Context: an optimization exercise on an open-source flow, tuned for small area. The choices shown serve that exercise and are no tape-out recipe.
Function was checked by simulation only, so behaviour that the tests miss may differ from the original.

## flow/design.v (module list and top-level ports; edited modules follow where they fit)
// module sobel_processor: 808 lines
// module rca: 13 lines
// module rcc: 11 lines
// module csa: 6 lines
module sobel_processor #(
    parameter IMG_WIDTH = 64,
    parameter IMG_HEIGHT = 480,
    parameter PIXEL_WIDTH = 8,
    parameter USE_BILATERAL = 1
)(
    input  wire clk,
    input  wire rst_n,
    input  wire href,
    input  wire vsync,
    input  wire [15:0] pixel_in,
    input  wire sobel_enable,
    input  wire [7:0] edge_threshold,
    input  wire [1:0] threshold_mode,
    output wire pixel_valid,
    output wire [15:0] pixel_out,
    output wire binary_pixel,
    output wire binary_valid,
    output wire strong_edge,
    output wire weak_edge
);
  // ...
==> flow/flow/run.sh <==
#!/bin/bash
set -e
export BUFFER_PORTS_ARGS="-buffer_cell sky130_fd_sc_hd__buf_1"
bash standard.sh > standard.log 2>&1
==> flow/standard.sh <==
#!/bin/bash
# synth_recipe.tcl (not shown) runs the flow's synth.tcl, then flattens the netlist and writes it again
# the make line also repeats each setting of config.mk as NAME=value (left out here)
make -C /OpenROAD-flow-scripts/flow DESIGN_CONFIG=/design/flow/config.mk WORK_HOME=/design/flow/orfs CLKGATE_MAP_FILE= SYNTH_SCRIPT=/design/flow/synth_recipe.tcl "${@:-finish}"
==> flow/config.mk <==
export PLATFORM = sky130hd
export DESIGN_NAME = sobel_processor
export DESIGN_NICKNAME = sobel_processor
export VERILOG_FILES = /design/flow/design.v
export SDC_FILE = /design/flow/constraint.sdc
export NUM_CORES = 4
export LEC_CHECK = 0
export ABC_AREA = 1
export CAP_MARGIN = 0
export CORE_MARGIN = 2
export CORE_UTILIZATION = 60
export CTS_BUF_LIST = sky130_fd_sc_hd__clkbuf_16
export CTS_CLUSTER_DIAMETER = 100
export CTS_CLUSTER_SIZE = 30
export PLACE_DENSITY = 0.75
export SLEW_MARGIN = 0
==> flow/constraint.sdc <==
create_clock -name core_clock -period 13.0 [get_ports {clk}]
set_input_delay 2.6000 -clock core_clock [delete_from_list [all_inputs] [get_ports {clk}]]
set_output_delay 2.6000 -clock core_clock [all_outputs]
set_load 0.01 [all_outputs]
==> flow_metrics.tcl, run 1 <==
set metrics [dict create \
    drv_slew 0 \
    tightest_slew_ps 1290 \
    ys.flop_type "edfxtp_1" \
    cp.arrival_ps 9730 \
    multiInputGateArea_mm2 0.0118 \
    ys_warn_count 5 \
    layout_common_cells "1544 x edfxtp_1, 467 x inv_1, 276 x fa_1" \
    drt-vias-per-instance 5.52 \
    gp_congestion 0.889 \
    n_antenna_cell 0 \
    grt.total_usage_pct 19.6 \
    dr.first_iter.drc_count 2611 \
    hp-start "m5[0]$_DFF_P_" \
    drtAntennaViolNets 0 \
    grt_pass1_vias 27100 \
    layout-drive-gt1-share_pct 4.15 \
    regToRegSetupSlack_ps 3790 \
    synthSimpleGateAreaFrac_pct 2.79 \
    crit_path_end "f5$_DFF_P_" \
    grt_pass1_wl_mm 160 \
    hold_buffers 0 \
    status "timing/DRC/antenna clean" \
    synthTopCellsByArea "edfxtp_1 73%, fa_1 8.7%, inv_1 2.7%, dfxtp_1 2.5%, dfrtp_1 2.2%" \
    min_to "m6[0]$_DFF_P_" \
    synth_compound_area_share_pct 4.65 \
    largest_register_ff_count 1032 \
    post-route-util_pct 64.0 \
    place_area_mm2 0.0654 \
    crit_path_max_fanout 21 \
    grt_max_degree 201 \
    core_area_mm2 0.105 \
    synth_top_area_cell "edfxtp_1" \
]
==> run 2: changes to the inputs <==
--- a/flow/design.v
+++ b/flow/design.v
@@ -301,48 +301,47 @@
     wire [12:0] ux, uy;
     wire [1:0] uco;
     rca #(13) u_ux (.a({{2{sa[10]}}, sa}), .b(~sb2), .ci(1'b1), .s(ux), .co(uco[0]));
     rca #(13) u_uy (.a({{2{ta[10]}}, ta}), .b(~tb2), .ci(1'b1), .s(uy), .co(uco[1]));
     wire [11:0] bxe = {sa[10], sa};
     wire [11:0] bye = {ta[10], ta};
     wire [13:0] mxe = {ux[12], ux};
     wire [13:0] mye = {uy[12], uy};
-    reg  [13:0] rx [0:5];
-    reg  [13:0] ry [0:5];
-    reg  [11:0] nvx, nvy;
-    reg  [2:0]  bg;
-    reg  [13:0] bpp;
-    integer bi;
-    always @(*) begin
-        nvx = 12'd0;
-        nvy = 12'd0;
-        for (bi = 0; bi < 6; bi = bi + 1) begin
-            bg = {bxe[2*bi+1], bxe[2*bi], (bi == 0) ? 1'b0 : bxe[2*bi-1]};
-            case (bg)
-                3'b001, 3'b010: bpp = mxe;
-                3'b011:         bpp = {mxe[12:0], 1'b0};
-                3'b100:         bpp = ~{mxe[12:0], 1'b0};
-                3'b101, 3'b110: bpp = ~mxe;
-                default:        bpp = 14'd0;
-            endcase
-            nvx[2*bi] = bg[2] & ~(bg[1] & bg[0]);
-            rx[bi] = {~bpp[13], bpp[12:0]};
-            bg = {bye[2*bi+1], bye[2*bi], (bi == 0) ? 1'b0 : bye[2*bi-1]};
-            case (bg)
-                3'b001, 3'b010: bpp = mye;
-                3'b011:         bpp = {mye[12:0], 1'b0};
-                3'b100:         bpp = ~{mye[12:0], 1'b0};
-                3'b101, 3'b110: bpp = ~mye;
-                default:        bpp = 14'd0;
-            endcase
-            nvy[2*bi] = bg[2] & ~(bg[1] & bg[0]);
-            ry[bi] = {~bpp[13], bpp[12:0]};
+    wire [5:0] xone, xtwo, xng, yone, ytwo, yng;
+    wire [13:0] rx [0:5];
+    wire [13:0] ry [0:5];
+    wire [11:0] nvx, nvy;
+    genvar bi;
+    generate
+        for (bi = 0; bi < 6; bi = bi + 1) begin : g_booth
+            wire xb0 = (bi == 0) ? 1'b0 : bxe[(bi == 0) ? 0 : 2*bi-1];
+            wire yb0 = (bi == 0) ? 1'b0 : bye[(bi == 0) ? 0 : 2*bi-1];
+            assign xone[bi] = bxe[2*bi] ^ xb0;
+            assign xtwo[bi] = (bxe[2*bi+1] & ~bxe[2*bi] & ~xb0) | (~bxe[2*bi+1] & bxe[2*bi] & xb0);
+            assign xng[bi]  = bxe[2*bi+1] & ~(bxe[2*bi] & xb0);
+            assign yone[bi] = bye[2*bi] ^ yb0;
+            assign ytwo[bi] = (bye[2*bi+1] & ~bye[2*bi] & ~yb0) | (~bye[2*bi+1] & bye[2*bi] & yb0);
+            assign yng[bi]  = bye[2*bi+1] & ~(bye[2*bi] & yb0);
+            wire [13:0] xp = ({14{xone[bi]}} & mxe) | ({14{xtwo[bi]}} & {mxe[12:0], 1'b0});
+            wire [13:0] yp = ({14{yone[bi]}} & mye) | ({14{ytwo[bi]}} & {mye[12:0], 1'b0});
+            wire [13:0] xpp = xp ^ {14{xng[bi]}};
+            wire [13:0] ypp = yp ^ {14{yng[bi]}};
+            assign rx[bi] = {~xpp[13], xpp[12:0]};
+            assign ry[bi] = {~ypp[13], ypp[12:0]};
+            assign nvx[2*bi] = xng[bi];
+            assign nvy[2*bi] = yng[bi];
+            if (bi < 5) begin : g_pad
+                assign nvx[2*bi+1] = 1'b0;
+                assign nvy[2*bi+1] = 1'b0;
+            end
         end
-    end
+    endgenerate
+    assign nvx[11] = 1'b0;
+    assign nvy[11] = 1'b0;
     wire [13:0] rx0 = rx[0];
     wire [13:0] rx1 = rx[1];
     wire [13:0] rx2 = rx[2];
     wire [13:0] rx3 = rx[3];
     wire [13:0] rx4 = rx[4];
     wire [13:0] rx5 = rx[5];
     wire [13:0] ry0 = ry[0];
     wire [13:0] ry1 = ry[1];
@@ -768,29 +767,31 @@
     reg  bres;
     always @(*) begin
         case (threshold_mode)
             2'b01:   bres = ~at_ge;
             2'b10:   bres = ge55;
             default: bres = ~th_ge;
         endcase
     end
-    reg bp_raw, bv_raw, se_r, we_r;
+    reg bv_raw, se_r, we_r;
     always @(posedge clk or negedge rst_n) begin
         if (!rst_n) begin
-            bp_raw <= 1'b0; bv_raw <= 1'b0; se_r <= 1'b0; we_r <= 1'b0;
+            bv_raw <= 1'b0; se_r <= 1'b0; we_r <= 1'b0;
         end else begin
             bv_raw <= evd;
             if (evd) begin
-                bp_raw <= bres;
                 se_r   <= is_strong;
                 we_r   <= is_weak;
             end
         end
     end
+    reg bp_raw;
+    always @(posedge clk)
+        bp_raw <= bres;
     assign strong_edge = se_r;
     assign weak_edge   = we_r;
     reg [2:0] row_cur;
     reg prev_prev_out, nr_out, nr_valid;
     wire keep = row_cur[1] && (row_cur[0] | row_cur[2] | nr_out | prev_prev_out);
     always @(posedge clk or negedge rst_n) begin
         if (!rst_n) begin
             row_cur <= 3'b0; prev_prev_out <= 1'b0; nr_out <= 1'b0; nr_valid <= 1'b0;
==> flow/config.mk (replaced) <==
export PLATFORM = sky130hd
export DESIGN_NAME = sobel_processor
export DESIGN_NICKNAME = sobel_processor
export VERILOG_FILES = /design/flow/design.v
export SDC_FILE = /design/flow/constraint.sdc
export NUM_CORES = 4
export LEC_CHECK = 0
export ABC_AREA = 1
export CAP_MARGIN = 20
export CORE_MARGIN = 2
export CORE_UTILIZATION = 60
export CTS_BUF_LIST = sky130_fd_sc_hd__clkbuf_16
export CTS_CLUSTER_DIAMETER = 90
export CTS_CLUSTER_SIZE = 26
export PLACE_DENSITY = 0.75
export SLEW_MARGIN = 20
==> run 2 against run 1 <==
Compared with the run above:
- highest routed layer unchanged
- clock skew is 6.8 ps lower
- via count is 3.3% lower
- final cell count is 0.92% lower
- die area is 0.31% lower
- still clean
- critical path type unchanged
==> flow_metrics.tcl, run 2 <==
set metrics [dict create \
    status "timing/DRC/antenna clean" \
    critPathSlowestCell "dfxtp_1" \
    largest_register_ff_count 1032 \
    slowest_delay_ps 540 \
    drv_slew 0 \
    rsz0062_at_grt "false" \
    synth_fp_nets 3878 \
    yosysMostFrequentCell "edfxtp_1" \
    layout_common_cells "1544 x edfxtp_1, 463 x inv_1, 271 x fa_1" \
    post_cts_buffers 0 \
    cpLargestDelayFamily "adder cells" \
    area_growth_pct 6.55 \
    top_level_ports 52 \
    path_class "reg2reg" \
    core_area_mm2 0.105 \
    dr.pass1.iters 5 \
    synth_top_area_share_pct 73.1 \
    cts_max_level 3 \
    final_common_cell "edfxtp_1" \
    insertion_delay_ps 690 \
    syn_avg_cell_area_um2 18.2 \
    cts_sinks 1691 \
    layout_setup_ws_ps 2730 \
    cp.arrival_ps 10820 \
    routed_wl_mm 107 \
    layout-drive-gt1-share_pct 4.21 \
    synth_edf_count 1544 \
    grt_antenna_before_repair 4 \
    grt_pass1_wl_mm 162 \
    hold_buffers 0 \
    post-route-util_pct 64.3 \
    cts_tree "done" \
    hp-start "f7$_DFF_P_" \
    dp.cells 4877 \
    fin_nets 3970 \
    use_met1_pct 29.5 \
    synth_top_area_cell "edfxtp_1" \
    rows 119 \
    cts-root-buf "clkbuf_16" \
    cp.required_ps 13560 \
    async_reset_ff_share_pct 3.90 \
    min_to "f8$_DFF_P_" \
    final_cells 4980 \
    period_share_pct 79.0 \
    grt_pass1_vias 27300 \
    synth_common_cells "1544 x edfxtp_1, 455 x inv_1, 271 x fa_1, 235 x nand2_1, 173 x xor2_1" \
    slew_headroom_pct 20.5 \
    n_antenna_cell 0 \
    synth_seq_cells 1691 \
    syn_area_mm2 0.0634 \
    ys_warn_count 1 \
    routedWlPerCell_um 21.4 \
    drt-vias-per-instance 5.39 \
    drv_cap 0 \
    worst_setup_path_start_kind "flip-flop" \
    overflow 0 \
    use_met3_pct 2.36 \
    hp-class "reg2reg" \
    synth_cell_type_count 43 \
    crit_path_max_fanout 13 \
    met2_usage_pct 32.1 \
    seq_area_frac_synth_pct 78.3 \
    finClkSkew_ps 36.7 \
    finalCriticalPeriod_ps 10270 \
    reg2reg_depth 40 \
    port_buffers 50 \
    setup_tns_ps 0 \
    path_common_cell "fa_1" \
    path_buf_inv 6 \
    holdPathStages 0 \
    grt_max_degree 221 \
    dr.first_iter.drc_count 2475 \
    place_hpwl_mm 61.1 \
    grt.total_usage_pct 19.8 \
    drtAntennaViolNets 0 \
    cts_resized 0 \
    synthTopCellsByArea "edfxtp_1 73%, fa_1 8.6%, inv_1 2.7%, dfxtp_1 2.6%, xor2_1 2.4%" \
    ys.flop_type "edfxtp_1" \
    die-area_mm2 0.108 \
    start_util_pct 60.3 \
    postSynthCellCount 3476 \
    reg_top3 "lb (1032), lc (488), la (24)" \
    path_depth 40 \
    drcViolationCount 0 \
    timing.rr.start "sa[1]$_DFF_P_" \
    die_x_um 329 \
    gp_congestion 0.904 \
    r2r_end "f5$_DFF_P_" \
    die_y_um 329 \
    cts_buffer_depth 3 \
    regToRegSetupSlack_ps 2730 \
    cp-end-kind "flip-flop" \
    cts_buffers 77 \
    hold_viol 0 \
    tightest_slew_ps 1190 \
    place_ws_ps 2700 \
    clk_pin_slew_ps 100 \
    max_freq_mhz 97.4 \
    vias 26800 \
    setup_viol_count_final 0 \
    busiest_layer "met2" \
    regMostFlops "lb" \
]
==> run 2: cell type report <==
| type | instances | area [µm²] |
|---|---|---|
| Inverter | 487 | 1830 |
| Sequential cell | 1691 | 49700 |
| Timing Repair Buffer | 72 | 490 |
| Clock inverter | 23 | 188 |
| Clock buffer | 77 | 1930 |
| Fill cell | 7043 | 37600 |
| Multi-Input combinational cell | 1239 | 11700 |
| Tap cell | 1391 | 1740 |
==> run 2: through the flow <==
step,cell area (µm²),hold slack [ps]
final,67600,331
after global routing,67600,343
after detailed placement,65400,312
after floorplan,63400,310
after global placement,65400,310
after CTS,67500,335
==> run 2: how the worst max path moves through the flow <==
| stage | from | end |
|---|---|---|
| detailed placement | sa[1]$_DFF_P_ | f5$_DFF_P_ |
| floorplan | href | lb[0]$_DFFE_PP_ |
| CTS | sa[1]$_DFF_P_ | f5$_DFF_P_ |
| finish | sa[1]$_DFF_P_ | f5$_DFF_P_ |
| global placement | sa[1]$_DFF_P_ | f5$_DFF_P_ |
| global route | sa[1]$_DFF_P_ | f5$_DFF_P_ |
==> run 2: worst reg2reg max path: cells and delay by family, from the launching register on <==
family / cells / cell delay [ps]
adder cells (fa/ha/maj): 16 / 7290
AND/OR/NAND/NOR: 14 / 900
buffers and inverters: 6 / 750
AO/OA/AOI/OAI: 4 / 710
flip-flops: 1 / 540
==> run 2: routing by layer <==
layer	vias to the layer above	share of wire (%)
met3	142	4.3
met1	13700	45
met5	-	0
li1	12400	-
met2	627	48
met4	0	2.4
==> run 2: cell families (layout without fill, tap and decap cells) <==
family / Yosys count / after routing / synth area share (%)
DFF: 1691 / 1691 / 78.3
buffers and inverters: 546 / 659 / 3.24
adders and majority gates: 371 / 371 / 10.5
and+or+nand+nor: 362 / 362 / 2.34
AOI/OAI and AO/OA: 315 / 315 / 2.93
xor gates and xnor gates: 189 / 189 / 2.61
muxes: 2 / 2 / 0.0355

-- re-timing with driven ports --
No port has a modelled driver above. Below, the same layouts with a new extraction and two added sets of constraints. Step 1 sets driving cells, clkbuf_16 on the clock port and buf_2 on the other inputs (assumed; they add their load-dependent delay and slew). Step 2 times the ports against the registers' clock, not the clock port: input delays grow and output delays shrink by t, the midpoint of the rising clock arrivals with the driver on. Three values: ideal ports, drivers, drivers and shift; two values: the first two.
| run | t (ns) | slack for setup (ns) | worst setup path at the end | latest minus earliest clock arrival (ns) | worst slew at a driven data input, ns |
|---|---|---|---|---|---|
| run 1 | 0.738 | 3.788 / 3.788 / 3.788 | register to register | 0.053 / 0.053 | 0.10 |
| run 2 | 0.734 | 2.731 / 2.731 / 2.731 | register to register | 0.050 / 0.051 | 0.05 |
After both steps every run listed still meets setup and hold.
